This is an optimization exercise on Yosys and OpenROAD, whose aim is small area, a short achievable clock period and few clock cycles per item, not a production implementation. Where RTL was checked, it was by simulation tests only, not by an equivalence proof against the original. No functional check of the RTL was part of runs 2 and 4. Power is estimated from default activity; no workload was simulated.

File: flow/run.sh
#!/bin/bash
# synth_recipe.tcl (not shown) runs the flow's synth.tcl, then flattens the netlist and writes it again
# the make line also repeats each setting of config.mk as NAME=value (left out here)
make -C /OpenROAD-flow-scripts/flow DESIGN_CONFIG=/design/flow/config.mk WORK_HOME=/design/flow/orfs CLKGATE_MAP_FILE= SYNTH_SCRIPT=/design/flow/synth_recipe.tcl finish
File: flow/config.mk
export PLATFORM = sky130hd
export DESIGN_NAME = ysyx_23060203_MDU
export DESIGN_NICKNAME = ysyx_23060203_MDU
export VERILOG_FILES = /design/flow/design.v
export SDC_FILE = /design/flow/constraint.sdc
export NUM_CORES = 4
export LEC_CHECK = 0
export CAP_MARGIN = 20
export CORE_MARGIN = 2
export CORE_UTILIZATION = 40
export SETUP_SLACK_MARGIN = 3.5
export SLEW_MARGIN = 20
File: flow/constraint.sdc
create_clock -name core_clock -period 7.0 [get_ports {clock}]
set_input_delay 1.4000 -clock core_clock [delete_from_list [all_inputs] [get_ports {clock}]]
set_output_delay 1.4000 -clock core_clock [all_outputs]
set_load 0.01 [all_outputs]
File: flow/design.v
module ysyx_23060203_LZC (
  input [31:0] x,
  output [5:0] z
);
  wire [15:0] v0;
  wire [15:0] z0;
  wire [7:0] v1;
  wire [15:0] z1;
  wire [3:0] v2;
  wire [11:0] z2;
  wire [1:0] v3;
  wire [7:0] z3;
  genvar i;
  generate
    for (i = 0; i < 16; i = i + 1) begin : g0
      assign v0[i] = x[2*i+1] | x[2*i];
      assign z0[i] = ~x[2*i+1];
    end
    for (i = 0; i < 8; i = i + 1) begin : g1
      assign v1[i] = v0[2*i+1] | v0[2*i];
      assign z1[2*i+1:2*i] = v0[2*i+1] ? {1'b0, z0[2*i+1]} : {1'b1, z0[2*i]};
    end
    for (i = 0; i < 4; i = i + 1) begin : g2
      assign v2[i] = v1[2*i+1] | v1[2*i];
      assign z2[3*i+2:3*i] = v1[2*i+1] ? {1'b0, z1[4*i+3:4*i+2]} : {1'b1, z1[4*i+1:4*i]};
    end
    for (i = 0; i < 2; i = i + 1) begin : g3
      assign v3[i] = v2[2*i+1] | v2[2*i];
      assign z3[4*i+3:4*i] = v2[2*i+1] ? {1'b0, z2[6*i+5:6*i+3]} : {1'b1, z2[6*i+2:6*i]};
    end
  endgenerate
  assign z = v3[1] ? {2'b00, z3[7:4]} : (v3[0] ? {2'b01, z3[3:0]} : 6'd32);
endmodule
module ysyx_23060203_MDU (
  input clock, reset,
  input flush,
  output in_ready,
  input in_valid,
  input [2:0] in_op,  
  input [31:0] in_a, in_b,
  input out_ready,
  output out_valid,
  output [31:0] out_data
);
  localparam S_IDLE = 3'd0, S_PREP = 3'd1, S_TRIP = 3'd2, S_RUN = 3'd3,
             S_DONE = 3'd4;
  reg [2:0] st;
  reg [2:0] op;
  reg [5:0] cnt;
  reg neg;
  reg [3:1] dig;  
  reg [33:0] H, T;
  reg [31:0] L, A;
  wire fire = in_valid & in_ready;
  assign in_ready = (st == S_IDLE) | ((st == S_DONE) & out_ready);
  assign out_valid = st == S_DONE;
  wire is_div = op[2];
  wire in_div = in_op[2];
  wire a_signed = in_div ? ~in_op[0] : (in_op[1:0] != 2'd3);
  wire b_signed = in_div ? ~in_op[0] : ~in_op[1];
  wire sa = a_signed & in_a[31];
  wire sb = b_signed & in_b[31];
  wire [31:0] ua = sa ? -in_a : in_a;
  wire [31:0] ub = sb ? -in_b : in_b;
  wire [5:0] za_in, zb_in;
  ysyx_23060203_LZC lza (.x(ua), .z(za_in));
  ysyx_23060203_LZC lzb (.x(ub), .z(zb_in));
  wire bz_in = in_b == 32'd0;
  wire neg_in = in_div ? (in_op[1] ? sa : (sa ^ sb) & ~bz_in) : (sa ^ sb);
  wire [5:0] za = H[5:0];
  wire [5:0] zb = H[11:6];
  wire [6:0] k = {1'b0, zb} - {1'b0, za};
  wire kneg = k[6];
  wire swap = kneg;  
  wire [31:0] mcand = swap ? A : L;
  wire [31:0] mplier = swap ? L : A;
  wire [5:0] zm = swap ? za : zb;
  wire bz = zb[5];
  wire [4:0] sh_amt = is_div ? k[4:0] : {zm[4:1], 1'b0};
  wire [31:0] sh_in = is_div ? A : mplier;
  wire [31:0] sh_out = sh_in << sh_amt;
  wire [5:0] steps = is_div ? ((bz | kneg) ? 6'd0 : {1'b0, k[4:0]} + 6'd1)
                            : (zm[5] ? 6'd0 : 6'd15 - {2'b0, zm[4:1]});
  wire [33:0] m = ({34{dig[1]}} & {2'b00, A}) | ({34{dig[2]}} & {1'b0, A, 1'b0})
                 | ({34{dig[3]}} & T);
  wire [34:0] sum = {3'b000, L} + {1'b0, m} + {34'd0, is_div};
  wire [2:0] cy = sum[34:32];
  wire ge = sum[32];
  wire [33:0] tri_a = {sum[33:32] + {1'b0, A[31]}, sum[31:0]};
  reg [33:0] x0;
  always @* begin
    case (H[33:32])
      2'd0: x0 = 34'd0;
      2'd1: x0 = {2'b00, A};
      2'd2: x0 = {1'b0, A, 1'b0};
      default: x0 = tri_a;
    endcase
  end
  wire [29:0] hinc = H[31:2] + 30'd1;
  reg hc;
  always @* begin
    case (cy[1:0])
      2'd0: hc = 1'b0;
      2'd1: hc = H[1] & H[0];
      2'd2: hc = H[1];
      default: hc = H[1] | H[0];
    endcase
  end
  wire [1:0] hlo = H[1:0] + cy[1:0];
  wire [29:0] hhi = hc ? hinc : H[31:2];
  wire hi = ~is_div & (op[1:0] != 2'd0);
  wire [31:0] plo = {H[1:0], L[31:2]};
  wire [31:0] x = hi ? H[33:2] : (is_div ? (op[1] ? L : H[31:0]) : plo);
  wire xc = hi ? (plo == 32'd0) : 1'b1;
  wire [31:0] nx = ~x + {31'd0, xc};
  always @(posedge clock) begin
    if (reset) begin
      st <= S_IDLE;
    end else if (fire) begin
      st <= S_PREP;
    end else if (flush) begin
      st <= S_IDLE;
    end else begin
      case (st)
        S_PREP: st <= is_div ? ((steps != 6'd0) ? S_RUN : S_DONE)
                             : S_TRIP;
        S_TRIP: st <= (cnt != 6'd0) ? S_RUN : S_DONE;
        S_RUN: if (cnt == 6'd1) st <= S_DONE;
        S_DONE: if (out_ready) st <= S_IDLE;
        default: st <= S_IDLE;
      endcase
    end
  end
  always @(posedge clock) begin
    if (fire) begin
      op <= in_op;
      neg <= neg_in;
      L <= ua;
      A <= ub;
      H[11:0] <= {zb_in, za_in};
    end else if (st == S_PREP) begin
      cnt <= steps;
      if (is_div) begin
        A <= ~sh_out;
        H <= {34{bz}};
      end else begin
        L <= {mcand[30:0], 1'b0};
        A <= mcand;
        H <= {sh_out, 2'b00};
      end
    end else if (st == S_TRIP) begin
      T <= tri_a;
      H <= {H[31:2], x0[33:30]};
      L <= {x0[29:0], 2'b00};
    end else if (st == S_RUN) begin
      cnt <= cnt - 6'd1;
      if (is_div) begin
        if (ge) L <= sum[31:0];
        A <= {1'b1, A[31:1]};
        H <= {H[32:0], ge};
      end else begin
        L <= {sum[29:0], 2'b00};
        H <= {hhi, hlo, sum[31:30]};
      end
    end
  end
  wire [1:0] dn = (is_div | (st == S_PREP)) ? 2'b01 : H[31:30];
  always @(posedge clock) begin
    dig <= {dn == 2'd3, dn == 2'd2, dn == 2'd1};
  end
  assign out_data = neg ? nx : x;
endmodule
==> reports/summary.log, run 1 <==
INFO  synthesis      synth_sequential_area_ratio=0.235
INFO  setup_path     worstSetupStartpointType=register
INFO  synthesis      synth_edf_count=142
INFO  place          post-place-ws=1.42ns
INFO  power_and_ir_drop p_total=13,600uW
INFO  synthesis      syn-instance-count=2,381
INFO  worst_hold_path hold_path.class=register to register
INFO  grt            first_global_vias=21,600
INFO  run_status     run_status=no timing/DRC/antenna violations
INFO  route          drt-met1-wl=37.3mm
INFO  clocking       tritoncts=built
INFO  setup_path     crit_path_top_delay_cell=edfxtp_1
INFO  synthesis      netlist-cell-type-count=87
INFO  synthesis      ys_ff_latch=148
INFO  sta            finalWorstSetupSlack=2.05ns
INFO  clocking       max_h_tree_level=4
INFO  setup_path     crit_fanout=4
INFO  setup_path     critical_path.endpoint_type=output pin
INFO  synthesis      yosys.area_share.xor_xnor=0.0661
INFO  power_and_ir_drop worst_ir_drop_vdd=0.000351V
INFO  route          top_layer=met5
INFO  route          avgRoutedWirePerCell=30.5um
INFO  worst_hold_path worst_hold_startpoint=cnt[4]$_DFFE_PP_
INFO  synthesis      synthesis.yosys.warnings=1
INFO  sta            fin_skew=0.0190ns
INFO  place          hpwl=66.8mm
INFO  grt            grt_remaining_overflow=0
INFO  route          detailroute.via_count=23,600
INFO  power_and_ir_drop power.internal=6600uW
INFO  sta            timing_max_transition_violations_final=0
INFO  clocking       clock_buffer_count_from_cts=17
INFO  place          placed_cells=2,970
INFO  synthesis      largest_family_of_logic_cells_by_synthesized_area=compound AO/OA/AOI/OAI gates
INFO  clocking       cts_hold_repair.buffers=0
INFO  power_and_ir_drop p_sw=7040uW
INFO  sta            tightestPinTransition=1.18ns
INFO  place          port-buffer-count=105
INFO  synthesis      synth.net_count=2,507
INFO  setup_path     crit_path_max_incr_delay=0.57ns
INFO  final_layout   layout-drive-gt1-share=0.388
INFO  route          final_antenna_net_count=0
INFO  power_and_ir_drop sw_frac_of_total=0.516
INFO  grt            grtUsageTotal=0.405
INFO  synthesis      adder_cell_share_of_the_synthesized_area=0.0374
INFO  power_and_ir_drop pwr_density_cell=487mW/mm^2
INFO  setup_path     data_arrival_time_of_the_critical_path=3.55ns
INFO  setup_path     r2r-start=A[19]$_DFFE_PP_
INFO  setup_path     reg2reg_slack=2.28ns
INFO  sta            setup_total_negative_slack=0ns
INFO  power_and_ir_drop sequentialPowerShare=0.133
INFO  floorplanning  initial_core_util=0.403
INFO  route          drtPass1Iterations=9
INFO  route          wl_met2=43.1mm
INFO  sta            final_hold_viol_count=0
INFO  setup_path     reg2reg_depth=15
INFO  clocking       clock_sink_count=148
INFO  sta            timing.final.setup_violations=0
INFO  final_layout   instances_no_fill=3,389
INFO  setup_path     crit-reg2reg-capture=H[5]$_DFFE_PP_
INFO  sta            fin_crit_sh=0.708
INFO  worst_hold_path timing.hold.worst_endpoint=cnt[4]$_DFFE_PP_
INFO  floorplanning  core-area=0.0463sqmm
INFO  sta            setup_repair_after_global_routing_missed_its_margin=true
INFO  setup_path     timing.critical_path.cells=buf_6, or4_1, o31a_1, o22ai_2, nand4_1, nor2b_2, buf_4, nand2b_4, nor2_4, nand3_4, o21ai_4, xor2_2, buf_2
INFO  synthesis      syn-cell-area=0.0187sqmm
INFO  final_layout   fin_nets=2,893
INFO  floorplanning  dieWidth=220um
INFO  clocking       cts.clk_slew.worst_paths=0.06ns
INFO  final_layout   layout.filler_cells=3,968
INFO  sta            peak_clock_frequency_supported_by_timing=0.202GHz
INFO  route          met3_length=14.1mm
INFO  synthesis      ys_async_sr_fraction=0
INFO  synthesis      synthMuxAreaShare=0.114
INFO  worst_hold_path holdPathStages=2
INFO  synthesis      synth_compound_area_frac=0.295
INFO  sta            timing.final.crit_period=4.95ns
INFO  setup_path     crit_type=register to output pin
INFO  floorplanning  floorplan.die_area=0.0484sqmm
INFO  synthesis      synth_ff_type=edfxtp_1
INFO  grt            pin_count_of_the_biggest_net_entering_global_routing=54
INFO  grt            antenna_violations_before_repair=2
INFO  power_and_ir_drop comb_power_frac=0.793
INFO  clocking       clock_insertion_delay_worst_skew=0.51ns
INFO  synthesis      synthesis.area_per_instance=7.84squm
INFO  route          drc_errors=0
INFO  power_and_ir_drop power_frac_clock=0.074
INFO  place          gp_congestion=1.02
INFO  route          postRouteWirelength=103mm
INFO  clocking       cts-root-buf=clkbuf_16
INFO  flow_run       maxCapViolCount=0
INFO  clocking       ctsLongestPathBuffers=2
INFO  power_and_ir_drop leakagePower=0.0107uW
INFO  floorplanning  floorplan.die.height=220um
INFO  route          drt-initial-drc-count=3,665
INFO  synthesis      synthSimpleGateAreaFrac=0.196
INFO  grt            global_route_wire_length_before_repair=143mm
INFO  setup_path     worst-endpoint-required=5.60ns
INFO  sta            slew_headroom=0.206
INFO  final_layout   areaGrowthSynthToFinish=50.2%
INFO  floorplanning  row_count=79
INFO  route          via_density_per_instance=6.95
INFO  floorplanning  num_io_pins=106
[layer usage]
layer	up-vias	GRT usage
li1	9953	-
met1	11300	0.493
met2	1793	0.605
met3	519	0.143
met4	2	0.264
met5	-	0
[repair_timing]
item | in CTS | in global routing
endpoints found under the setup margin | 198 | 182
buffers inserted | 218 | 142
resized for setup | 623 | 354
pin swaps | 139 | 206
gates cloned | 18 | 7
[Yosys cell counts (9+ instances only)]
library cell | n | area share
a211oi_1 | 37 | 0.015
a21o_1 | 16 | 0.0064
a21oi_1 | 161 | 0.043
a221o_1 | 19 | 0.010
a221oi_1 | 41 | 0.019
a222oi_1 | 34 | 0.018
a22o_1 | 9 | 0.0042
a22oi_1 | 39 | 0.016
a31oi_1 | 22 | 0.0074
a32oi_1 | 9 | 0.0042
and2_1 | 21 | 0.0070
and3_1 | 18 | 0.0060
buf_1 | 13 | 0.0026
buf_2 | 11 | 0.0030
clkbuf_1 | 156 | 0.031
edfxtp_1 | 142 | 0.23
ha_1 | 51 | 0.034
inv_1 | 87 | 0.018
mux2_2 | 87 | 0.053
mux2i_1 | 113 | 0.061
nand2_1 | 269 | 0.054
nand2b_1 | 16 | 0.0054
nand3_1 | 59 | 0.016
nand4_1 | 23 | 0.0077
nor2_1 | 166 | 0.033
nor2b_1 | 28 | 0.0094
nor3_1 | 53 | 0.014
nor4_1 | 33 | 0.011
o211ai_1 | 35 | 0.014
o21ai_0 | 173 | 0.046
o21ai_1 | 21 | 0.0056
o221ai_1 | 39 | 0.018
o22ai_1 | 23 | 0.0077
o31a_1 | 9 | 0.0042
o31ai_1 | 20 | 0.0080
or2_2 | 9 | 0.0030
or3_1 | 28 | 0.0094
or4_1 | 9 | 0.0036
xnor2_1 | 68 | 0.032
xor2_1 | 71 | 0.033
[cells by family after synthesis]
family	count (synthesis)
flip-flops	148
multiplexers	201
XOR/XNOR	140
buffers and inverters	270
AND/OR/NAND/NOR	764
adder cells (fa/ha/maj)	54
AO/OA/AOI/OAI	804
[through the flow]
stage                     hold slack (ns)  utilization  area (sq um)
after floorplan                     0.544            -         19200
after detailed placement            0.661        0.447         20700
after CTS                           0.680        0.544         25200
final                               0.673        0.606         28000
after global placement              0.651        0.447         20700
after global routing                0.710        0.606         28000
[final cells by class]
class / instances / area [sq um] / area share
inverters: 87 / 347 / 0.0124
clock buffers: 18 / 429 / 0.0153
diodes: 3 / 7.51 / 0.000268
clock inverters: 13 / 159 / 0.00567
multi-input cells: 1968 / 16600 / 0.594
well taps: 607 / 759 / 0.0271
flip-flops and latches: 148 / 4390 / 0.157
repair buffers: 545 / 5290 / 0.189
[registers in the layout, summed over array words and instances (netlist names)]
signal and flops:
neg 1, L 32, op 3, H 34, st 3, cnt 6
dig 3, A 32, T 34
[power groups by stage]
stage                     Sequential [uW]  Clock [uW]  Combinational [uW]
after floorplan                      1570           0                4120
after global placement               1970           0                6050
after detailed placement             1980           0                6080
after CTS                            1820         996                8370
after global routing                 1810        1030               11100
final                                1820        1000               10800
[critical path: cells and delay by family, from the launching register on]
| kind | cells | cell delay (ns) |
|---|---|---|
| flops | 1 | 0.57 |
| buf+inv | 3 | 0.49 |
| compound gates | 3 | 0.56 |
| simple gates | 6 | 1.29 |
| xor+xnor | 1 | 0.14 |
[worst max-delay path by stage]
stage	start	to	slack, ns	depth (start not counted)
2_1_floorplan	op[2]$_DFFE_PP_	out_data[28]	2.51	19
4_1_cts	op[0]$_DFFE_PP_	out_data[26]	2.08	15
3_5_place_dp	in_b[4]	H[7]$_DFFE_PP_	1.42	11
6_report	L[13]$_DFFE_PP_	out_data[26]	2.05	13
5_1_grt	L[13]$_DFFE_PP_	out_data[27]	1.97	12
3_3_place_gp	H[1]$_DFFE_PP_	H[23]$_DFFE_PP_	1.49	14
[cells in the final DEF (no fill, tap or decap), types with 23 or more instances in the layout]
master,Yosys,final
nand3_1,59,46
nor2_1,166,138
buf_6,3,94
o211ai_1,35,35
o221ai_1,39,28
nand2_2,0,26
o21ai_0,173,112
clkbuf_16,0,23
xor2_1,71,57
clkdlybuf4s50_1,0,37
a21oi_1,161,125
xnor2_1,68,47
buf_4,0,293
a22oi_1,39,34
o21ai_2,0,30
ha_1,51,30
a21oi_2,0,23
mux2i_1,113,91
mux2_2,87,69
buf_12,0,23
a222oi_1,34,34
nand4_1,23,23
edfxtp_1,142,142
inv_1,87,75
nor3_1,53,32
o21ai_1,21,39
buf_2,11,37
nand2_1,269,236
Testbench counts, summed over its fixed seeds: cycles 26,601, ops 3,200.
==> run 2, diff against run 1 <==
--- a/flow/design.v
+++ b/flow/design.v
@@ -112,7 +112,7 @@
   wire [31:0] plo = {H[1:0], L[31:2]};
   wire [31:0] x = hi ? H[33:2] : (is_div ? (op[1] ? L : H[31:0]) : plo);
   wire xc = hi ? (plo == 32'd0) : 1'b1;
-  wire [31:0] nx = ~x + {31'd0, xc};
+  wire [31:0] nx = xc ? -x : ~x;  
   always @(posedge clock) begin
     if (reset) begin
       st <= S_IDLE;
--- a/flow/config.mk
+++ b/flow/config.mk
@@ -8,5 +8,5 @@
 export CAP_MARGIN = 20
 export CORE_MARGIN = 2
 export CORE_UTILIZATION = 40
-export SETUP_SLACK_MARGIN = 3.5
+export SETUP_SLACK_MARGIN = 3.0
 export SLEW_MARGIN = 20
==> reports/summary.log, run 2 <==
INFO  run_status     run_status=no timing/DRC/antenna violations
INFO  sta            timing.final.setup_violations=0
INFO  clocking       tritoncts=built
INFO  synthesis      netlist_top_cells_area=edfxtp_1 22%, mux2i_1 7.3%, o21ai_0 5.6%
INFO  floorplanning  initial_core_util=0.403
INFO  clocking       clock_sink_count=148
INFO  setup_path     r2r-start=H[1]$_DFFE_PP_
INFO  setup_path     crit_fanout=5
INFO  clocking       clock_buffer_count_from_cts=17
INFO  synthesis      yosys.area.top_type=edfxtp_1
INFO  clocking       clock_insertion_delay_worst_skew=0.48ns
INFO  final_layout   multi_input_comb_area=0.0164sqmm
INFO  setup_path     crit-reg2reg-capture=A[29]$_DFFE_PP_
INFO  floorplanning  floorplan.die_area=0.0495sqmm
INFO  grt            grt_remaining_overflow=0
INFO  synthesis      synthesis.yosys.warnings=1
INFO  setup_path     crit_path_max_incr_delay=0.43ns
INFO  setup_path     startpoint=op[1]$_DFFE_PP_
INFO  clocking       cts.clk_slew.worst_paths=0.07ns
INFO  setup_path     reg2reg_slack=2.51ns
INFO  setup_path     reg2reg_depth=20
INFO  power_and_ir_drop pwr_density_cell=503mW/mm^2
INFO  final_layout   layout-drive-gt1-share=0.347
INFO  setup_path     timing.critical_path.cells=buf_6, buf_12, o21a_1, a211o_1, a222oi_1, nand4_1, buf_4, buf_6, nor2_4, nand2_2, inv_2, nand4_1, buf_4, o31ai_4, xnor2_1, buf_2
INFO  synthesis      synth_common_cells=274 x nand2_1, 212 x o21ai_0, 177 x clkbuf_1
INFO  power_and_ir_drop worst_ir_drop_vdd=0.000292V
INFO  clocking       ctsLongestPathBuffers=2
INFO  synthesis      synthesis.area_per_instance=7.76squm
INFO  setup_path     critical_path.endpoint=out_data[29]
INFO  final_layout   areaGrowthSynthToFinish=43.5%
INFO  power_and_ir_drop p_sw=7200uW
INFO  final_layout   layout.cells.most_common=buf_4
INFO  grt            globalRouteMet3Util=0.109
INFO  clocking       cts_hold_repair.buffers=0
INFO  route          detailroute.via_count=23,700
INFO  synthesis      ys_ff_latch=148
INFO  sta            timing.final.crit_period=5.02ns
INFO  sta            fin_hold_ws=0.585ns
INFO  clocking       cts-root-buf=clkbuf_16
INFO  synthesis      synth.net_count=2,585
INFO  floorplanning  core-area=0.0474sqmm
INFO  sta            fin_crit_sh=0.717
INFO  synthesis      synth_ff_type=edfxtp_1
INFO  route          final_antenna_net_count=0
INFO  route          drc_errors=0
INFO  power_and_ir_drop sw_frac_of_total=0.523
INFO  route          via_density_per_instance=6.89
INFO  sta            final_hold_viol_count=0
INFO  floorplanning  floorplan.die.height=223um
INFO  grt            global_route.peak_usage_layer=met2
INFO  route          postRouteWirelength=101mm
INFO  final_layout   fin_nets=2,941
INFO  setup_path     worstSetupStartpointType=register
INFO  sta            tightestPinTransition=0.913ns
INFO  flow_run       maxCapViolCount=0
INFO  synthesis      syn-instance-count=2,460
INFO  route          drt-initial-drc-count=3,260
INFO  power_and_ir_drop comb_power_frac=0.793
INFO  route          drtPass1Iterations=9
INFO  place          gp_congestion=1.01
INFO  sta            setup_total_negative_slack=0ns
INFO  setup_path     crit_path_top_delay_cell=a222oi_1
INFO  grt            first_global_vias=21,800
INFO  synthesis      synth.most_common_cell=nand2_1
INFO  grt            global_route.usage.met1=0.469
INFO  floorplanning  num_io_pins=106
INFO  setup_path     data_arrival_time_of_the_critical_path=3.62ns
INFO  power_and_ir_drop power.internal=6580uW
INFO  setup_path     worst-endpoint-required=5.60ns
INFO  route          avgRoutedWirePerCell=29.3um
INFO  synthesis      synth_sequential_area_ratio=0.230
INFO  power_and_ir_drop sequentialPowerShare=0.132
INFO  setup_path     critical_path.endpoint_type=output pin
INFO  power_and_ir_drop leakagePower=0.0103uW
INFO  synthesis      netlist-cell-type-count=97
INFO  place          hpwl=65.9mm
INFO  floorplanning  dieWidth=223um
INFO  final_layout   biggestRegsByFlops=H (34), T (34)
INFO  power_and_ir_drop power_frac_clock=0.074
INFO  synthesis      ys_async_sr_fraction=0
INFO  grt            pin_count_of_the_biggest_net_entering_global_routing=91
INFO  place          port-buffer-count=105
INFO  final_layout   most-common-layout-cells=329 x buf_4, 253 x nand2_1, 142 x edfxtp_1, 142 x a21oi_1, 140 x o21ai_0
INFO  power_and_ir_drop p_total=13,800uW
INFO  worst_hold_path hold_path.class=register to register
INFO  sta            peak_clock_frequency_supported_by_timing=0.199GHz
INFO  synthesis      syn-cell-area=0.0191sqmm
INFO  grt            grtUsageMet2=0.580
INFO  final_layout   layout.filler_cells=4,273
INFO  floorplanning  row_count=80
INFO  grt            global_route_wire_length_before_repair=142mm
INFO  grt            antenna_violations_before_repair=5
INFO  setup_path     crit_type=register to output pin
INFO  synthesis      netlist.area_leader.share=0.223
INFO  clocking       max_h_tree_level=4
INFO  grt            grtUsageTotal=0.380
INFO  sta            fin_skew=0.0155ns
INFO  final_layout   register_area=0.00439sqmm
INFO  synthesis      synth_edf_count=142
INFO  sta            slew_headroom=0.376
INFO  sta            timing_max_transition_violations_final=0
INFO  sta            setup_repair_after_global_routing_missed_its_margin=true
run 2: cell types whose count changed after synthesis, moves of 19 or more:
cell / before / now
nor2_1: 166 / 146
o21ai_0: 173 / 212
mux2i_1: 113 / 139
mux2_2: 87 / 47
inv_1: 87 / 68
nand3_1: 59 / 79
a21o_1: 16 / 36
clkbuf_1: 156 / 177
run 2: how the worst min path moves through the flow:
| stage | start | endpoint | cells past startpoint | slack (ns) |
|---|---|---|---|---|
| finish | H[30]$_DFFE_PP_ | dig[2]$_DFF_P_ | 1 | 0.59 |
| global placement | H[30]$_DFFE_PP_ | dig[2]$_DFF_P_ | 1 | 0.56 |
| CTS | H[30]$_DFFE_PP_ | dig[2]$_DFF_P_ | 1 | 0.58 |
| global route | H[30]$_DFFE_PP_ | dig[2]$_DFF_P_ | 1 | 0.60 |
| detailed placement | H[30]$_DFFE_PP_ | dig[2]$_DFF_P_ | 1 | 0.57 |
| floorplan | H[30]$_DFFE_PP_ | dig[2]$_DFF_P_ | 1 | 0.51 |
run 2: logic make-up after synthesis:
kind of cell,share of synthesized area
buffers and inverters,0.0599
adder cells (fa/ha/maj),0.0359
multiplexers,0.101
AO/OA/AOI/OAI,0.318
flip-flops,0.230
AND/OR/NAND/NOR,0.192
XOR/XNOR,0.0642
run 2: timing repair:
item | 4_1_cts | 5_1_grt
setup buffers | 223 | 131
resized for setup | 575 | 282
pin swaps | 163 | 144
endpoints found under the setup margin | 188 | 99
cloned | 10 | 7
run 2: cell type report:
class,instances,share of cell area
Antenna cell,3,0.000274
Clock buffer,19,0.0162
Clock inverter,13,0.00621
Inverter,71,0.0113
Multi-Input combinational cell,2028,0.597
Sequential cell,148,0.160
Tap cell,615,0.0281
Timing Repair Buffer,550,0.181
run 2: power groups by stage:
stage	clock (uW)	sequential, uW	combinational, uW
4_1_cts	1010	1900	8500
5_1_grt	1040	1830	11300
2_1_floorplan	0	1560	4670
3_5_place_dp	0	2030	6930
6_report	1030	1820	10900
3_3_place_gp	0	2030	6900
run 2: per-stage QoR:
| step | utilization | setup WS [ns] | area (sq um) | std cells |
|---|---|---|---|---|
| global placement | 0.444 | 1.26 | 21100 | 3041 |
| floorplan | - | 2.54 | 19500 | 2460 |
| detailed placement | 0.444 | 1.18 | 21100 | 3041 |
| global route | 0.577 | 1.82 | 27400 | 3445 |
| finish | 0.578 | 1.98 | 27400 | 3447 |
| CTS | 0.528 | 2.04 | 25100 | 3306 |
run 2: metal layers:
| metal | share of wire | vias to the layer above |
|---|---|---|
| met1 | 0.37 | 11500 |
| met2 | 0.44 | 1678 |
| met3 | 0.12 | 375 |
| met4 | 0.070 | 6 |
| met5 | 0.00084 | - |
| li1 | - | 10200 |
run 2: critical path: cells and delay by family (launching register included):
family	cells	cell delay [ns]
compound gates	4	1.05
xor+xnor	1	0.14
buf+inv	7	1.01
flops	1	0.38
simple gates	4	0.55
==> run 3, diff against run 2 <==
--- a/flow/design.v
+++ b/flow/design.v
@@ -112,7 +112,7 @@
   wire [31:0] plo = {H[1:0], L[31:2]};
   wire [31:0] x = hi ? H[33:2] : (is_div ? (op[1] ? L : H[31:0]) : plo);
   wire xc = hi ? (plo == 32'd0) : 1'b1;
-  wire [31:0] nx = xc ? -x : ~x;  
+  wire [31:0] nx = ~x + {31'd0, xc};
   always @(posedge clock) begin
     if (reset) begin
       st <= S_IDLE;
==> reports/summary.log, run 3 <==
INFO  floorplanning  floorplan.die_area=0.0484sqmm
INFO  route          drc_errors=0
INFO  setup_path     critical_path.top_delay_family=simple AND/OR/NAND/NOR gates
INFO  grt            grt_remaining_overflow=0
INFO  route          avgRoutedWirePerCell=30.5um
INFO  setup_path     worstSetupStartpointType=register
INFO  sta            timing_max_transition_violations_final=0
INFO  setup_path     r2r-start=dig[1]$_DFF_P_
INFO  setup_path     critical_path.n_buffers_inverters=1
INFO  synthesis      netlist_top_cells_area=edfxtp_1 23%, mux2i_1 6.1%, nand2_1 5.4%
INFO  final_layout   fin_nets=2,830
INFO  sta            final_hold_viol_count=0
INFO  synthesis      synth.net_count=2,507
INFO  grt            global_route_wire_length_before_repair=141mm
INFO  grt            grtUsageTotal=0.399
INFO  synthesis      synthesis.yosys.warnings=1
INFO  floorplanning  row_count=79
INFO  route          drtPass1Iterations=7
INFO  clocking       ctsLongestPathBuffers=2
INFO  power_and_ir_drop worst_ir_drop_vdd=0.000326V
INFO  synthesis      syn-instance-count=2,381
INFO  setup_path     critical_path_depth=13
INFO  place          hpwl=66.4mm
INFO  setup_path     startpoint=L[17]$_DFFE_PP_
INFO  place          gp_congestion=1.02
INFO  clocking       max_h_tree_level=4
INFO  worst_hold_path hold_path.class=register to register
INFO  route          drt-initial-drc-count=3,494
INFO  setup_path     reg2reg_depth=19
INFO  grt            first_global_vias=20,900
INFO  sta            setup_total_negative_slack=0ns
INFO  setup_path     critical_path.most_common_cell=nand4_1
INFO  route          final_antenna_net_count=0
INFO  floorplanning  floorplan.die.height=220um
INFO  final_layout   most-common-layout-cells=300 x buf_4, 250 x nand2_1, 151 x nor2_1
INFO  sta            tightestPinTransition=1.15ns
INFO  synthesis      yosys.area.top_type=edfxtp_1
INFO  sta            timing.final.setup_violations=0
INFO  synthesis      ys_async_sr_fraction=0
INFO  flow_run       maxCapViolCount=0
INFO  clocking       clock_sink_count=148
INFO  setup_path     critical_path.endpoint_type=output pin
INFO  final_layout   areaGrowthSynthToFinish=39.8%
INFO  synthesis      netlist-cell-type-count=87
INFO  sta            slew_headroom=0.223
INFO  clocking       clock_insertion_delay_worst_skew=0.48ns
INFO  floorplanning  num_io_pins=106
INFO  synthesis      ys_ff_latch=148
INFO  synthesis      syn-cell-area=0.0187sqmm
INFO  setup_path     crit_path_top_delay_cell=edfxtp_1
INFO  worst_hold_path holdPathStages=2
INFO  sta            setup_repair_after_global_routing_missed_its_margin=true
INFO  place          port-buffer-count=105
INFO  synthesis      synth.most_common_cell=nand2_1
INFO  power_and_ir_drop pwr_density_cell=455mW/mm^2
INFO  clocking       cts-root-buf=clkbuf_16
INFO  place          placed_cells=2,976
INFO  setup_path     data_arrival_time_of_the_critical_path=3.43ns
INFO  worst_hold_path worst_hold_startpoint=cnt[4]$_DFFE_PP_
INFO  synthesis      synth_sequential_area_ratio=0.235
INFO  setup_path     crit_fanout=4
INFO  final_layout   layout-drive-gt1-share=0.328
INFO  final_layout   layout.cells.most_common=buf_4
INFO  power_and_ir_drop leakagePower=0.00996uW
INFO  grt            antenna_violations_before_repair=9
INFO  floorplanning  core-area=0.0463sqmm
INFO  final_layout   instances_no_fill=3,331
INFO  synthesis      synthesis.area_per_instance=7.84squm
INFO  grt            pin_count_of_the_biggest_net_entering_global_routing=61
INFO  route          detailroute.via_count=23,200
INFO  route          via_density_per_instance=6.96
INFO  clocking       cts.clk_slew.worst_paths=0.07ns
INFO  setup_path     timing.critical_path.cells=nor4_2, nand4_1, o21ai_1, ha_2, ha_4, nand4_1, or2_4, nand2b_4, nor2_4, nand3_4, o21ai_4, xor2_2, buf_2
INFO  sta            fin_crit_sh=0.690
INFO  setup_path     worst-endpoint-required=5.60ns
INFO  synthesis      synth_ff_type=edfxtp_1
INFO  clocking       tritoncts=built
INFO  route          postRouteWirelength=102mm
INFO  setup_path     crit_type=register to output pin
INFO  clocking       clock_buffer_count_from_cts=17
INFO  synthesis      synth_common_cells=269 x nand2_1, 173 x o21ai_0, 166 x nor2_1
INFO  floorplanning  initial_core_util=0.403
INFO  run_status     run_status=no timing/DRC/antenna violations
INFO  synthesis      netlist.area_leader.share=0.229
INFO  floorplanning  dieWidth=220um
INFO  final_layout   layout.filler_cells=4,179
INFO  sta            fin_skew=0.0134ns
INFO  setup_path     crit_path_max_incr_delay=0.56ns
INFO  synthesis      synth_edf_count=142
INFO  final_layout   biggestRegsByFlops=H (34), T (34)
INFO  sta            timing.final.crit_period=4.83ns
INFO  sta            peak_clock_frequency_supported_by_timing=0.207GHz
## run 3: cell count changes in the layout (fill, tap and decap cells not counted), moves of 17 or more
cell     delta
buf_6      -36
buf_4      -29
a21o_1     -19
nand3_1    -20
o21ai_0    -19
mux2_2     +37
mux2i_1    -19
nor2_1     +31
inv_1      +17
## run 3: kinds of logic after synthesis
family,synth area share
and+or+nand+nor,0.196
DFF,0.235
adders and majority gates,0.0374
buffers and inverters,0.0563
xor gates and xnor gates,0.0661
AOI/OAI and AO/OA,0.295
muxes,0.114
## run 3: timing repair
item	in CTS	in global routing
gates cloned	6	6
pin swaps	122	131
setup buffers	184	120
setup endpoints to repair	146	140
hold buffers	0	0
gates resized for setup	482	235
## run 3: path summary, 6_finish.rpt
path                            slack (ns)               end
worst min register to register        0.66  cnt[4]$_DFFE_PP_
worst max-delay path                  2.17      out_data[28]
worst min-delay path                  0.66  cnt[4]$_DFFE_PP_
worst max register to register        2.35   H[26]$_DFFE_PP_
## run 3: layout make-up
| cell class | count | area (sq um) | share of cell area |
|---|---|---|---|
| timing repair buffer | 486 | 4420 | 0.169 |
| multi-input combinational | 1964 | 15600 | 0.598 |
| tap | 607 | 759 | 0.0291 |
| clock buffer | 19 | 433 | 0.0166 |
| clock inverter | 13 | 134 | 0.00513 |
| antenna | 7 | 17.5 | 0.000672 |
| sequential | 148 | 4400 | 0.169 |
| inverter | 87 | 337 | 0.0129 |
## run 3: report_power, final
group / switching (uW) / total (uW) / internal [uW]
combinational: 5410 / 9090 / 3680
clock: 437 / 959 / 522
sequential: 436 / 1800 / 1370
total: 6280 / 11900 / 5570
## run 3: layer usage
metal,routed length (um),track usage,up-vias
met5,179,0.0240,-
met4,7650,0.239,6
met3,13800,0.129,508
met2,42300,0.586,1787
met1,37800,0.506,11100
li1,-,-,9787
## run 3: tightest hold or removal path, cell delays in order (launching register included)
cell      delay, ns
edfxtp_1       0.35
xor2_1         0.07
o21ai_0        0.13
## run 3: per-stage QoR
| step | setup slack [ns] | util | cell area [sq um] | hold slack, ns | power, uW |
|---|---|---|---|---|---|
| 3_3_place_gp | 1.45 | 0.445 | 20600 | 0.651 | 7960 |
| 3_5_place_dp | 1.42 | 0.445 | 20600 | 0.652 | 7970 |
| 2_1_floorplan | 2.50 | - | 19000 | 0.544 | 5640 |
| 6_report | 2.17 | 0.564 | 26100 | 0.664 | 11900 |
| 4_1_cts | 2.29 | 0.517 | 23900 | 0.670 | 10200 |
| 5_1_grt | 2.10 | 0.563 | 26100 | 0.720 | 12100 |
Testbench counts of run 3, summed over its fixed seeds: cycles 26,601, ops 3,200.
==> run 4, diff against run 3 <==
--- a/flow/design.v
+++ b/flow/design.v
@@ -48,7 +48,8 @@
   reg [2:0] op;
   reg [5:0] cnt;
   reg neg;
-  reg [3:1] dig;  
+  reg [33:0] M;  
+  reg sub;       
   reg [33:0] H, T;
   reg [31:0] L, A;
   wire fire = in_valid & in_ready;
@@ -81,9 +82,7 @@
   wire [31:0] sh_out = sh_in << sh_amt;
   wire [5:0] steps = is_div ? ((bz | kneg) ? 6'd0 : {1'b0, k[4:0]} + 6'd1)
                             : (zm[5] ? 6'd0 : 6'd15 - {2'b0, zm[4:1]});
-  wire [33:0] m = ({34{dig[1]}} & {2'b00, A}) | ({34{dig[2]}} & {1'b0, A, 1'b0})
-                 | ({34{dig[3]}} & T);
-  wire [34:0] sum = {3'b000, L} + {1'b0, m} + {34'd0, is_div};
+  wire [34:0] sum = {3'b000, L} + {1'b0, M} + {34'd0, sub};
   wire [2:0] cy = sum[34:32];
   wire ge = sum[32];
   wire [33:0] tri_a = {sum[33:32] + {1'b0, A[31]}, sum[31:0]};
@@ -112,7 +111,7 @@
   wire [31:0] plo = {H[1:0], L[31:2]};
   wire [31:0] x = hi ? H[33:2] : (is_div ? (op[1] ? L : H[31:0]) : plo);
   wire xc = hi ? (plo == 32'd0) : 1'b1;
-  wire [31:0] nx = ~x + {31'd0, xc};
+  wire [31:0] nx = xc ? -x : ~x;  
   always @(posedge clock) begin
     if (reset) begin
       st <= S_IDLE;
@@ -140,8 +139,8 @@
       H[11:0] <= {zb_in, za_in};
     end else if (st == S_PREP) begin
       cnt <= steps;
+      sub <= is_div;
       if (is_div) begin
-        A <= ~sh_out;
         H <= {34{bz}};
       end else begin
         L <= {mcand[30:0], 1'b0};
@@ -156,7 +155,6 @@
       cnt <= cnt - 6'd1;
       if (is_div) begin
         if (ge) L <= sum[31:0];
-        A <= {1'b1, A[31:1]};
         H <= {H[32:0], ge};
       end else begin
         L <= {sum[29:0], 2'b00};
@@ -164,9 +162,20 @@
       end
     end
   end
-  wire [1:0] dn = (is_div | (st == S_PREP)) ? 2'b01 : H[31:30];
+  wire [33:0] t3 = (st == S_TRIP) ? tri_a : T;
+  reg [33:0] mn;
+  always @* begin
+    case (H[31:30])
+      2'd0: mn = 34'd0;
+      2'd1: mn = {2'b00, A};
+      2'd2: mn = {1'b0, A, 1'b0};
+      default: mn = t3;
+    endcase
+    if (st == S_PREP) mn = is_div ? {2'b00, ~sh_out} : {2'b00, mcand};
+    else if (is_div) mn = {3'b001, M[31:1]};
+  end
   always @(posedge clock) begin
-    dig <= {dn == 2'd3, dn == 2'd2, dn == 2'd1};
+    M <= mn;
   end
   assign out_data = neg ? nx : x;
 endmodule
==> reports/summary.log, run 4 <==
INFO  floorplanning  floorplan.die.height=234um
INFO  synthesis      synth.net_count=2,920
INFO  final_layout   layout.filler_cells=4,992
INFO  sta            setup_total_negative_slack=0ns
INFO  clocking       clock_insertion_delay_worst_skew=0.53ns
INFO  synthesis      synth_edf_count=143
INFO  sta            timing.final.setup_violations=0
INFO  sta            timing.final.crit_period=5.01ns
INFO  final_layout   fin_nets=3,177
INFO  grt            antenna_violations_before_repair=3
INFO  clocking       tritoncts=built
INFO  place          port-buffer-count=105
INFO  synthesis      ys_async_sr_fraction=0
INFO  final_layout   layout-drive-gt1-share=0.296
INFO  place          gp_congestion=1.05
INFO  synthesis      netlist-cell-type-count=91
INFO  route          final_antenna_net_count=0
INFO  setup_path     data_arrival_time_of_the_critical_path=3.61ns
INFO  power_and_ir_drop pwr_density_cell=623mW/mm^2
INFO  sta            fin_skew=0.0154ns
INFO  route          postRouteWirelength=119mm
INFO  setup_path     crit_path_max_incr_delay=0.59ns
INFO  final_layout   most-common-layout-cells=342 x nand2_1, 272 x buf_4, 202 x nor2_1
INFO  grt            global_route_wire_length_before_repair=168mm
INFO  floorplanning  floorplan.die_area=0.0550sqmm
INFO  floorplanning  core-area=0.0526sqmm
INFO  setup_path     reg2reg_depth=21
INFO  setup_path     crit_path_top_delay_cell=clkdlybuf4s50_1
INFO  final_layout   biggestRegsByFlops=H (34), M (34), T (34)
INFO  sta            final_hold_viol_count=0
INFO  route          drtPass1Iterations=9
INFO  power_and_ir_drop leakagePower=0.0108uW
INFO  grt            grtUsageTotal=0.421
INFO  route          detailroute.via_count=26,500
INFO  sta            slew_headroom=0.220
INFO  sta            finalWorstSetupSlack=1.99ns
INFO  sta            peak_clock_frequency_supported_by_timing=0.200GHz
INFO  synthesis      synthesis.yosys.warnings=1
INFO  worst_hold_path holdPathStages=2
INFO  worst_hold_path hold_path.class=register to register
INFO  place          hpwl=80.7mm
INFO  clocking       max_h_tree_level=4
INFO  grt            pin_count_of_the_biggest_net_entering_global_routing=54
INFO  synthesis      netlist.area_leader.share=0.202
INFO  route          met3_length=15.8mm
INFO  floorplanning  dieWidth=234um
INFO  clocking       clock_sink_count=180
INFO  run_status     run_status=no timing/DRC/antenna violations
INFO  final_layout   multi_input_comb_area=0.0179sqmm
INFO  grt            first_global_vias=24,200
INFO  synthesis      synth_common_cells=359 x nand2_1, 250 x o21ai_0, 230 x nor2_1
INFO  synthesis      synth.most_common_cell=nand2_1
INFO  clocking       cts.clk_slew.worst_paths=0.08ns
INFO  synthesis      synthesis.area_per_instance=7.59squm
INFO  route          wl_met2=49.2mm
INFO  clocking       clock_buffer_count_from_cts=17
INFO  power_and_ir_drop worst_ir_drop_vdd=0.000365V
INFO  flow_run       maxCapViolCount=0
INFO  synthesis      netlist_top_cells_area=edfxtp_1 20%, nand2_1 6.3%, o21ai_0 5.9%
INFO  route          drc_errors=0
INFO  final_layout   layout.cells.most_common=nand2_1
INFO  route          top_layer=met5
INFO  route          avgRoutedWirePerCell=31.7um
INFO  setup_path     worst-endpoint-required=5.60ns
INFO  setup_path     crit_type=register to output pin
INFO  synthesis      synth_ff_type=edfxtp_1
INFO  synthesis      yosys.area.top_type=edfxtp_1
INFO  floorplanning  row_count=84
INFO  final_layout   areaGrowthSynthToFinish=36.0%
INFO  clocking       cts-root-buf=clkbuf_16
INFO  sta            fin_crit_sh=0.715
INFO  setup_path     timing.critical_path.cells=nor4_4, nand4_1, o21ai_4, and2_4, nand2_4, or3_4, o21ai_0, xor2_1, clkdlybuf4s50_1
INFO  route          drt-initial-drc-count=3,507
INFO  sta            tightestPinTransition=1.16ns
INFO  synthesis      synth_sequential_area_ratio=0.237
INFO  route          via_density_per_instance=7.07
INFO  sta            timing_max_transition_violations_final=0
INFO  place          post-place-ws=0.973ns
INFO  floorplanning  initial_core_util=0.404
INFO  final_layout   register_area=0.00503sqmm
INFO  setup_path     critical_path.endpoint_type=output pin
INFO  sta            setup_repair_after_global_routing_missed_its_margin=true
INFO  route          drt-met1-wl=43.7mm
INFO  grt            grt_remaining_overflow=0
INFO  synthesis      syn-cell-area=0.0212sqmm
INFO  synthesis      syn-instance-count=2,797
INFO  setup_path     worstSetupStartpointType=register
INFO  synthesis      ys_ff_latch=180
INFO  floorplanning  num_io_pins=106
INFO  setup_path     crit_fanout=4
INFO  clocking       ctsLongestPathBuffers=2
-- run 4: critical path: cells and delay by family (launching register included) --
family | cells | cell delay [ns]
buffers and inverters | 1 | 0.59
DFF | 1 | 0.54
AOI/OAI and AO/OA | 2 | 0.47
and+or+nand+nor | 5 | 1.26
xor gates and xnor gates | 1 | 0.22
-- run 4: kinds of logic after synthesis --
| logic type | count (synthesis) | synth area share |
|---|---|---|
| AND/OR/NAND/NOR | 1004 | 0.223 |
| AO/OA/AOI/OAI | 943 | 0.298 |
| buffers and inverters | 301 | 0.0545 |
| multiplexers | 185 | 0.101 |
| flip-flops | 180 | 0.237 |
| XOR/XNOR | 133 | 0.0548 |
| adder cells (fa/ha/maj) | 51 | 0.0311 |
-- run 4: worst paths after layout --
check / slack (ns) / start / endpoint
setup reg to reg: 2.39 / L[0]$_DFFE_PP_ / H[10]$_DFFE_PP_
hold reg to reg: 0.49 / M[23]$_DFF_P_ / M[22]$_DFF_P_
setup / recovery: 1.99 / L[29]$_DFFE_PP_ / out_data[15]
hold / removal: 0.49 / M[23]$_DFF_P_ / M[22]$_DFF_P_
-- run 4: through the flow --
stage	hold WS (ns)	utilization	total power [uW]	instance area (sq um)	instances
finish	0.491	0.550	18000	28900	3756
CTS	0.497	0.517	15500	27200	3691
detailed placement	0.471	0.442	12300	23200	3444
global placement	0.487	0.442	12300	23200	3444
global route	0.527	0.550	18400	28900	3755
floorplan	0.453	-	8320	21700	2797
-- run 4: what timing repair did --
item	CTS	global route
pin swaps	127	114
gates cloned	12	3
setup endpoints to repair	191	167
setup buffers	203	61
hold buffers	0	0
resized for setup	568	253
-- run 4: layer usage --
layer  up-vias  GRT usage
li1      11200          -
met1     12700      0.526
met2      2056      0.606
met3       526      0.144
met4         4      0.295
met5         -          0
-- run 4: where the power goes --
part           switching (uW)  internal [uW]  total (uW)
sequential                530           1740        2270
combinational            8910           5810       14700
clock                     495            521        1020
total                    9930           8070       18000
-- run 4: area by class of cell --
cell class                 count  share of cell area
clock buffer                  18              0.0149
tap                          688              0.0298
clock inverter                14             0.00468
inverter                      74              0.0101
antenna                        1           0.0000866
sequential                   180               0.174
multi-input combinational   2323               0.620
timing repair buffer         458               0.147
==> run 5, diff against run 4 <==
--- a/flow/design.v
+++ b/flow/design.v
@@ -48,8 +48,8 @@
   reg [2:0] op;
   reg [5:0] cnt;
   reg neg;
-  reg [33:0] M;  
-  reg sub;       
+  reg o_hi, o_lo, o_q, o_r;  
+  reg [3:1] dig;  
   reg [33:0] H, T;
   reg [31:0] L, A;
   wire fire = in_valid & in_ready;
@@ -67,10 +67,11 @@
   ysyx_23060203_LZC lza (.x(ua), .z(za_in));
   ysyx_23060203_LZC lzb (.x(ub), .z(zb_in));
   wire bz_in = in_b == 32'd0;
+  wire [6:0] k_in = {1'b0, zb_in} - {1'b0, za_in};
   wire neg_in = in_div ? (in_op[1] ? sa : (sa ^ sb) & ~bz_in) : (sa ^ sb);
   wire [5:0] za = H[5:0];
   wire [5:0] zb = H[11:6];
-  wire [6:0] k = {1'b0, zb} - {1'b0, za};
+  wire [6:0] k = H[18:12];  
   wire kneg = k[6];
   wire swap = kneg;  
   wire [31:0] mcand = swap ? A : L;
@@ -82,7 +83,9 @@
   wire [31:0] sh_out = sh_in << sh_amt;
   wire [5:0] steps = is_div ? ((bz | kneg) ? 6'd0 : {1'b0, k[4:0]} + 6'd1)
                             : (zm[5] ? 6'd0 : 6'd15 - {2'b0, zm[4:1]});
-  wire [34:0] sum = {3'b000, L} + {1'b0, M} + {34'd0, sub};
+  wire [33:0] m = ({34{dig[1]}} & {2'b00, A}) | ({34{dig[2]}} & {1'b0, A, 1'b0})
+                 | ({34{dig[3]}} & T);
+  wire [34:0] sum = {3'b000, L} + {1'b0, m} + {34'd0, is_div};
   wire [2:0] cy = sum[34:32];
   wire ge = sum[32];
   wire [33:0] tri_a = {sum[33:32] + {1'b0, A[31]}, sum[31:0]};
@@ -107,10 +110,10 @@
   end
   wire [1:0] hlo = H[1:0] + cy[1:0];
   wire [29:0] hhi = hc ? hinc : H[31:2];
-  wire hi = ~is_div & (op[1:0] != 2'd0);
   wire [31:0] plo = {H[1:0], L[31:2]};
-  wire [31:0] x = hi ? H[33:2] : (is_div ? (op[1] ? L : H[31:0]) : plo);
-  wire xc = hi ? (plo == 32'd0) : 1'b1;
+  wire [31:0] x = ({32{o_hi}} & H[33:2]) | ({32{o_lo}} & plo)
+                | ({32{o_q}} & H[31:0]) | ({32{o_r}} & L);
+  wire xc = ~o_hi | (plo == 32'd0);
   wire [31:0] nx = xc ? -x : ~x;  
   always @(posedge clock) begin
     if (reset) begin
@@ -136,11 +139,15 @@
       neg <= neg_in;
       L <= ua;
       A <= ub;
-      H[11:0] <= {zb_in, za_in};
+      H[18:0] <= {k_in, zb_in, za_in};
+      o_hi <= ~in_op[2] & (in_op[1:0] != 2'd0);
+      o_lo <= ~in_op[2] & (in_op[1:0] == 2'd0);
+      o_q <= in_op[2] & ~in_op[1];
+      o_r <= in_op[2] & in_op[1];
     end else if (st == S_PREP) begin
       cnt <= steps;
-      sub <= is_div;
       if (is_div) begin
+        A <= ~sh_out;
         H <= {34{bz}};
       end else begin
         L <= {mcand[30:0], 1'b0};
@@ -155,6 +162,7 @@
       cnt <= cnt - 6'd1;
       if (is_div) begin
         if (ge) L <= sum[31:0];
+        A <= {1'b1, A[31:1]};
         H <= {H[32:0], ge};
       end else begin
         L <= {sum[29:0], 2'b00};
@@ -162,20 +170,9 @@
       end
     end
   end
-  wire [33:0] t3 = (st == S_TRIP) ? tri_a : T;
-  reg [33:0] mn;
-  always @* begin
-    case (H[31:30])
-      2'd0: mn = 34'd0;
-      2'd1: mn = {2'b00, A};
-      2'd2: mn = {1'b0, A, 1'b0};
-      default: mn = t3;
-    endcase
-    if (st == S_PREP) mn = is_div ? {2'b00, ~sh_out} : {2'b00, mcand};
-    else if (is_div) mn = {3'b001, M[31:1]};
-  end
+  wire [1:0] dn = (is_div | (st == S_PREP)) ? 2'b01 : H[31:30];
   always @(posedge clock) begin
-    M <= mn;
+    dig <= {dn == 2'd3, dn == 2'd2, dn == 2'd1};
   end
   assign out_data = neg ? nx : x;
 endmodule
==> reports/summary.log, run 5 <==
INFO  run_status     run_status=no timing/DRC/antenna violations
INFO  route          detailroute.via_count=22,100
INFO  grt            antenna_violations_before_repair=2
INFO  final_layout   biggestRegsByFlops=H (34), T (34)
INFO  route          avgRoutedWirePerCell=28.9um
INFO  setup_path     crit-reg2reg-capture=H[3]$_DFFE_PP_
INFO  worst_hold_path holdPathStages=1
INFO  setup_path     r2r-start=A[0]$_DFFE_PP_
INFO  sta            timing_max_transition_violations_final=0
INFO  route          postRouteWirelength=93.1mm
INFO  worst_hold_path hold_path.class=register to register
INFO  grt            grt_remaining_overflow=0
INFO  synthesis      synth_edf_count=144
INFO  floorplanning  row_count=79
INFO  sta            tightestPinTransition=1.19ns
INFO  place          placed_cells=2,960
INFO  sta            finalWorstSetupSlack=1.60ns
INFO  floorplanning  floorplan.die.height=220um
INFO  final_layout   layout.cells.most_common=buf_4
INFO  place          post_dp_cell_area=0.0205sqmm
INFO  synthesis      synth.most_common_cell=nand2_1
INFO  clocking       cts_hold_repair.buffers=0
INFO  clocking       tritoncts=built
INFO  setup_path     data_arrival_time_of_the_critical_path=5.64ns
INFO  synthesis      largest_family_of_logic_cells_by_synthesized_area=compound AO/OA/AOI/OAI gates
INFO  flow_run       maxCapViolCount=0
INFO  synthesis      synth_compound_area_frac=0.326
INFO  floorplanning  num_io_pins=106
INFO  setup_path     reg2reg_depth=17
INFO  clocking       clock_buffer_count_from_cts=17
INFO  final_layout   layout.filler_cells=4,323
INFO  floorplanning  initial_core_util=0.403
INFO  synthesis      syn-instance-count=2,406
INFO  power_and_ir_drop pwr_density_cell=329mW/mm^2
INFO  synthesis      yosys.area_share.xor_xnor=0.0691
INFO  final_layout   postLayoutCellArea=0.0248sqmm
INFO  grt            first_global_vias=20,300
INFO  synthesis      netlist_top_cells_area=edfxtp_1 23%, a21oi_1 4.4%, nand2_1 4.3%
INFO  final_layout   most-common-layout-cells=212 x buf_4, 200 x nand2_1, 193 x nor2_1
INFO  place          post-place-ws=0.287ns
INFO  synthesis      synth.net_count=2,531
INFO  synthesis      synthMuxAreaShare=0.0565
INFO  synthesis      synth_ff_type=edfxtp_1
INFO  clocking       ctsLongestPathBuffers=2
INFO  sta            setup_repair_after_global_routing_missed_its_margin=true
INFO  route          final_antenna_net_count=0
INFO  synthesis      adder_cell_share_of_the_synthesized_area=0.0379
INFO  clocking       cts-root-buf=clkbuf_16
INFO  sta            final_hold_viol_count=0
INFO  clocking       clock_insertion_delay_worst_skew=0.48ns
INFO  floorplanning  dieWidth=220um
INFO  synthesis      ys_async_sr_fraction=0
INFO  place          gp_congestion=1.04
INFO  sta            setup_total_negative_slack=0ns
INFO  clocking       max_h_tree_level=4
INFO  setup_path     crit_fanout=4
INFO  clocking       cts.clk_slew.worst_paths=0.07ns
INFO  synthesis      syn-cell-area=0.0186sqmm
INFO  clocking       clock_sink_count=150
INFO  grt            grtUsageTotal=0.373
INFO  route          drtPass1Iterations=9
INFO  synthesis      netlist-cell-type-count=98
INFO  setup_path     crit_type=input port to register
INFO  sta            slew_headroom=0.204
INFO  synthesis      synth_common_cells=216 x nand2_1, 205 x nor2_1, 185 x clkbuf_1
INFO  synthesis      ys_ff_latch=150
INFO  floorplanning  core-area=0.0463sqmm
INFO  final_layout   register_area=0.00445sqmm
INFO  setup_path     worstSetupStartpointType=input port
INFO  route          via_density_per_instance=6.88
INFO  setup_path     worst-endpoint-required=7.24ns
INFO  synthesis      synthesis.area_per_instance=7.75squm
INFO  sta            peak_clock_frequency_supported_by_timing=0.185GHz
INFO  power_and_ir_drop worst_ir_drop_vdd=0.000216V
INFO  synthesis      netlist.area_leader.share=0.232
INFO  grt            global_route_wire_length_before_repair=133mm
INFO  floorplanning  floorplan.die_area=0.0483sqmm
INFO  synthesis      synthesis.yosys.warnings=1
INFO  sta            timing.final.crit_period=5.40ns
INFO  sta            fin_skew=0.0103ns
INFO  power_and_ir_drop leakagePower=0.00928uW
INFO  final_layout   areaGrowthSynthToFinish=32.9%
INFO  setup_path     reg2reg_slack=2.20ns
INFO  synthesis      synthSimpleGateAreaFrac=0.210
INFO  grt            pin_count_of_the_biggest_net_entering_global_routing=65
INFO  final_layout   instances_no_fill=3,216
INFO  sta            timing.final.setup_violations=0
INFO  final_layout   multi_input_comb_area=0.0152sqmm
INFO  route          drt-initial-drc-count=3,211
INFO  synthesis      synth_sequential_area_ratio=0.238
INFO  synthesis      yosys.area.top_type=edfxtp_1
INFO  worst_hold_path timing.hold.worst_endpoint=dig[2]$_DFF_P_
INFO  sta            fin_crit_sh=0.771
INFO  place          port-buffer-count=105
INFO  final_layout   layout-drive-gt1-share=0.284
INFO  setup_path     critical_path.endpoint_type=register
INFO  route          drc_errors=0
INFO  final_layout   fin_nets=2,720
INFO  worst_hold_path worst_hold_startpoint=H[30]$_DFFE_PP_
INFO  place          hpwl=64.7mm
-- run 5: changes by cell type after synthesis, sizes merged, moves of 20 or more --
cell and delta:
nand2 -142, xnor2 +20, a222oi +23, nand3 -23, dfxtp -31, mux2 -22, nor2 -25, mux2i -42
a21oi -30, a22oi +49, a221oi +21, o21ai -98
-- run 5: what timing repair did --
action,in CTS,in global routing
gates cloned,5,0
resized for setup,464,227
buffers inserted,136,82
pin swaps,107,124
setup endpoints to repair,129,122
-- run 5: through the flow --
step | total power (uW) | hold WS, ns | util
after floorplan | 4280 | 0.558 | -
after global placement | 5750 | 0.609 | 0.443
after detailed placement | 5780 | 0.610 | 0.443
after CTS | 7370 | 0.614 | 0.502
after global routing | 8400 | 0.640 | 0.535
final | 8150 | 0.611 | 0.536
-- run 5: how the worst max path moves through the flow --
stage	startpoint	to	slack (ns)	cells past startpoint
6_report	in_b[23]	H[18]$_DFFE_PP_	1.60	20
5_1_grt	in_b[23]	H[18]$_DFFE_PP_	1.48	20
4_1_cts	in_b[27]	H[18]$_DFFE_PP_	1.63	20
3_5_place_dp	in_a[0]	H[18]$_DFFE_PP_	0.29	22
3_3_place_gp	in_a[6]	H[18]$_DFFE_PP_	0.34	18
2_1_floorplan	in_a[0]	H[18]$_DFFE_PP_	1.47	23
-- run 5: final cells by class --
type                            count  share of cell area
Sequential cell                   150               0.180
Inverter                           81              0.0133
Clock inverter                     15             0.00672
Antenna cell                        1            0.000101
Tap cell                          607              0.0307
Timing Repair Buffer              392               0.137
Multi-Input combinational cell   1953               0.615
Clock buffer                       17              0.0172
-- run 5: layer usage --
layer | track usage | vias to the layer above | routed length, um
li1 | - | 9642 | -
met1 | 0.451 | 10600 | 34300
met2 | 0.577 | 1522 | 41100
met3 | 0.115 | 366 | 10700
met4 | 0.228 | 2 | 6970
met5 | 0 | - | 11
-- run 5: worst max-delay path, cell delays in order --
cell and delay (ns):
clkdlybuf4s50_1 0.42, or3_4 0.40, or3_4 0.40, o41ai_2 0.28, mux2i_1 0.17, a21oi_2 0.18
nand3b_1 0.15, buf_4 0.18, nor3_4 0.21, inv_2 0.07, o31a_1 0.35, fa_2 0.42
nor2b_1 0.13, o21ai_1 0.08, nand2b_1 0.10, a21o_1 0.12, a21oi_1 0.06, nor2_1 0.17
o32ai_2 0.12, a31o_2 0.23
-- run 5: cell families (layout without fill, tap and decap cells) --
group | after synthesis | count (layout)
mux | 102 | 102
compound gates | 857 | 857
buf+inv | 304 | 505
simple gates | 791 | 791
xor+xnor | 147 | 147
fa+ha+maj | 55 | 56
other cells | 0 | 1
flops | 150 | 150
-- run 5: power by group --
part	switching, uW	internal (uW)
sequential	489	1310
clock	465	533
combinational	3180	2170
total	4130	4020
Testbench counts of run 5, summed over its fixed seeds: cycles 26,601, ops 3,200.
==> run 6, diff against run 5 <==
--- a/flow/config.mk
+++ b/flow/config.mk
@@ -5,6 +5,7 @@
 export SDC_FILE = /design/flow/constraint.sdc
 export NUM_CORES = 4
 export LEC_CHECK = 0
+export ABC_AREA = 1
 export CAP_MARGIN = 20
 export CORE_MARGIN = 2
 export CORE_UTILIZATION = 40
==> reports/summary.log, run 6 <==
INFO  floorplanning  num_io_pins=106
INFO  synthesis      ys_async_sr_fraction=0
INFO  power_and_ir_drop leakagePower=0.0113uW
INFO  place          port-buffer-count=105
INFO  clocking       cts.clk_slew.worst_paths=0.07ns
INFO  setup_path     timing.critical_path.cells=buf_6, clkinv_8, buf_12, buf_6, o22ai_4, nor2_2, inv_2, nor2_4, nand2_4, buf_4, nor2_4, nand4_1, buf_4, o21ai_2, xnor2_1, inv_1, buf_2
INFO  power_and_ir_drop pwr_density_cell=299mW/mm^2
INFO  synthesis      synth_common_cells=905 x nand2_1, 357 x inv_1, 284 x nor2_1
INFO  final_layout   most-common-layout-cells=829 x nand2_1, 286 x inv_1, 244 x buf_4
INFO  power_and_ir_drop power.internal=3460uW
INFO  place          hpwl=73.6mm
INFO  floorplanning  initial_core_util=0.407
INFO  setup_path     worstSetupStartpointType=register
INFO  synthesis      synth_edf_count=144
INFO  clocking       clock_buffer_count_from_cts=17
INFO  final_layout   multi_input_comb_area=0.0147sqmm
INFO  worst_hold_path hold_path.class=register to register
INFO  sta            fin_skew=0.00995ns
INFO  grt            global_route.peak_usage_layer=met2
INFO  final_layout   layout.cells.most_common=nand2_1
INFO  floorplanning  row_count=80
INFO  synthesis      adder_cell_share_of_the_synthesized_area=0.0352
INFO  synthesis      syn-instance-count=3,149
INFO  final_layout   layout.filler_cells=4,767
INFO  sta            final_hold_viol_count=0
INFO  route          drtPass1Iterations=6
INFO  final_layout   areaGrowthSynthToFinish=31.6%
INFO  synthesis      largest_family_of_logic_cells_by_synthesized_area=simple AND/OR/NAND/NOR gates
INFO  clocking       tritoncts=built
INFO  sta            setup_repair_after_global_routing_missed_its_margin=true
INFO  setup_path     critical_path.endpoint_type=output pin
INFO  grt            grtUsageMet2=0.594
INFO  synthesis      synthesis.yosys.warnings=1
INFO  floorplanning  core-area=0.0479sqmm
INFO  power_and_ir_drop sequentialPowerShare=0.202
INFO  synthesis      netlist.area_leader.share=0.222
INFO  grt            globalRouteMet3Util=0.103
INFO  synthesis      synthesis.area_per_instance=6.19squm
INFO  final_layout   biggestRegsByFlops=H (34), T (34)
INFO  setup_path     worst-endpoint-required=5.60ns
INFO  floorplanning  dieWidth=225um
INFO  final_layout   register_area=0.00445sqmm
INFO  route          detailroute.via_count=25,000
INFO  setup_path     data_arrival_time_of_the_critical_path=3.03ns
INFO  clocking       clock_insertion_delay_worst_skew=0.50ns
INFO  synthesis      ys_ff_latch=150
INFO  place          post_dp_cell_area=0.0211sqmm
INFO  sta            tightestPinTransition=0.980ns
INFO  grt            grtUsageTotal=0.395
INFO  route          drt-initial-drc-count=3,748
INFO  synthesis      synth.net_count=3,274
INFO  grt            pin_count_of_the_biggest_net_entering_global_routing=68
INFO  power_and_ir_drop p_sw=4210uW
INFO  sta            fin_hold_ws=0.494ns
INFO  synthesis      yosys.area_share.xor_xnor=0.0622
INFO  setup_path     crit_path_max_incr_delay=0.38ns
INFO  synthesis      synth.most_common_cell=nand2_1
INFO  clocking       cts_hold_repair.buffers=0
INFO  sta            timing_max_transition_violations_final=0
INFO  floorplanning  floorplan.die_area=0.0505sqmm
INFO  grt            global_route_wire_length_before_repair=147mm
INFO  power_and_ir_drop comb_power_frac=0.672
INFO  final_layout   instances_no_fill=4,074
INFO  power_and_ir_drop worst_ir_drop_vdd=0.000194V
INFO  flow_run       maxCapViolCount=0
INFO  synthesis      netlist_top_cells_area=edfxtp_1 22%, nand2_1 17%, inv_1 6.9%
INFO  clocking       ctsLongestPathBuffers=2
INFO  sta            slew_headroom=0.342
INFO  route          drc_errors=0
INFO  setup_path     critical_path.top_delay_family=buffers and inverters
INFO  synthesis      synthMuxAreaShare=0.00218
INFO  synthesis      netlist-cell-type-count=70
INFO  grt            antenna_violations_before_repair=4
INFO  place          placed_cells=3,765
INFO  setup_path     crit_path_top_delay_cell=edfxtp_1
INFO  route          postRouteWirelength=104mm
INFO  sta            setup_total_negative_slack=0ns
INFO  grt            global_route.usage.met1=0.505
INFO  sta            timing.final.crit_period=4.43ns
INFO  run_status     run_status=no timing/DRC/antenna violations
INFO  final_layout   postLayoutCellArea=0.0257sqmm
INFO  sta            timing.final.setup_violations=0
INFO  synthesis      synth_compound_area_frac=0.212
INFO  final_layout   fin_nets=3,567
INFO  power_and_ir_drop sw_frac_of_total=0.548
INFO  synthesis      synth_sequential_area_ratio=0.228
INFO  final_layout   layout-drive-gt1-share=0.256
INFO  setup_path     critical_path.n_buffers_inverters=9
INFO  floorplanning  floorplan.die.height=225um
INFO  synthesis      syn-cell-area=0.0195sqmm
INFO  grt            grt_remaining_overflow=0
INFO  power_and_ir_drop power_frac_clock=0.125
INFO  grt            first_global_vias=23,000
INFO  clocking       cts-root-buf=clkbuf_16
INFO  setup_path     crit_fanout=7
INFO  route          via_density_per_instance=6.14
INFO  clocking       max_h_tree_level=4
INFO  synthesis      synth_ff_type=edfxtp_1
INFO  clocking       clock_sink_count=150
INFO  synthesis      yosys.area.top_type=edfxtp_1
INFO  setup_path     crit_type=register to output pin
INFO  place          gp_congestion=1.01
INFO  sta            peak_clock_frequency_supported_by_timing=0.226GHz
INFO  sta            fin_crit_sh=0.632
INFO  route          final_antenna_net_count=0
INFO  route          avgRoutedWirePerCell=25.5um
INFO  synthesis      synthSimpleGateAreaFrac=0.351
==> run 6: worst register-to-register path: stages, from the launching register on <==
cell and delay [ns]:
edfxtp_1 0.47, inv_4 0.39, nand2_8 0.43, o21ai_0 0.62, nand2_1 0.11, nand2_1 0.08, inv_1 0.05, o21ai_0 0.31
nand2_1 0.15, a31oi_2 0.60, o21ai_0 0.21, a21oi_1 0.18, nor2_1 0.07
==> run 6: routing by layer <==
metal	vias up	share of wire
li1	11200	-
met1	11600	0.38
met2	1796	0.42
met3	407	0.12
met4	0	0.074
met5	-	0
==> run 6: area by class of cell <==
cell class / count / share of cell area
Timing Repair inverter: 3 / 0.000926
Clock inverter: 14 / 0.00492
Inverter: 387 / 0.0613
Tap cell: 615 / 0.0300
Sequential cell: 150 / 0.173
Clock buffer: 18 / 0.0167
Multi-Input combinational cell: 2475 / 0.574
Antenna cell: 4 / 0.000390
Timing Repair Buffer: 408 / 0.138
==> run 6: kinds of logic (layout without fill, tap and decap cells) <==
logic type	after synthesis	count (layout)
fa+ha+maj	53	53
flops	150	150
other cells	0	4
compound gates	686	686
xor+xnor	136	136
buf+inv	527	830
simple gates	1594	1597
mux	3	3
==> run 6: worst paths after layout <==
check | startpoint | endpoint | slack (ns) | cells past startpoint
worst max-delay path | o_q$_DFFE_PP_ | out_data[31] | 2.57 | 17
worst min-delay path | H[30]$_DFFE_PP_ | dig[2]$_DFF_P_ | 0.49 | 1
worst max register to register | op[2]$_DFFE_PP_ | H[10]$_DFFE_PP_ | 3.08 | 12
worst min register to register | H[30]$_DFFE_PP_ | dig[2]$_DFF_P_ | 0.49 | 1
==> run 6: power groups by stage <==
stage	clock network, uW	logic (uW)	registers [uW]
finish	960	5160	1550
global route	989	5480	1550
CTS	959	4780	1530
detailed placement	0	4280	1600
global placement	0	4280	1610
floorplan	0	2920	1410
==> run 6: through the flow <==
step                setup WS (ns)   util  power [uW]
floorplan                    2.86      -        4340
global placement             1.56  0.439        5880
detailed placement           1.42  0.439        5880
CTS                          2.58  0.512        7270
global route                 2.51  0.535        8020
finish                       2.57  0.535        7670
==> run 6: timing repair <==
action	CTS	global route
setup buffers	205	55
pin swaps	190	149
gates cloned	10	2
endpoints found under the setup margin	118	71
gates resized for setup	686	209

port drivers added, routing unchanged:
In the flow no input, the clock included, has a driving cell. The finished layouts below were timed again as built, in two steps.
Step 1: set_driving_cell puts a clkbuf_16 on clock and a buf_2 on each other input, an assumption about the parent block.
Step 2 also shifts input and output timing later by t, the mid clock arrival at the registers, as if the neighbouring blocks saw the same clock.
a / b / c = ideal ports / drivers / drivers and shift; a / b = the first two.
run | shift t [ns] | setup WS [ns] | latest minus earliest clock arrival (ns) | cell pins on the clock port's net
run 1 | 0.562 | 2.046 / 1.983 / 2.278 | 0.019 / 0.019 | 1
run 2 | 0.526 | 1.983 / 1.926 / 2.252 | 0.015 / 0.015 | 1
run 3 | 0.538 | 2.168 / 2.105 / 2.204 | 0.014 / 0.014 | 1
run 4 | 0.589 | 1.994 / 1.927 / 1.966 | 0.016 / 0.016 | 1
run 5 | 0.536 | 1.602 / 1.631 / 1.094 | 0.010 / 0.011 | 1
run 6 | 0.559 | 2.573 / 2.508 / 2.216 | 0.010 / 0.010 | 1
After both steps every run listed still meets setup and hold. For run 5, which loses most, drivers alone change the setup slack by +0.029 ns; drivers and shift together by -0.508 ns.
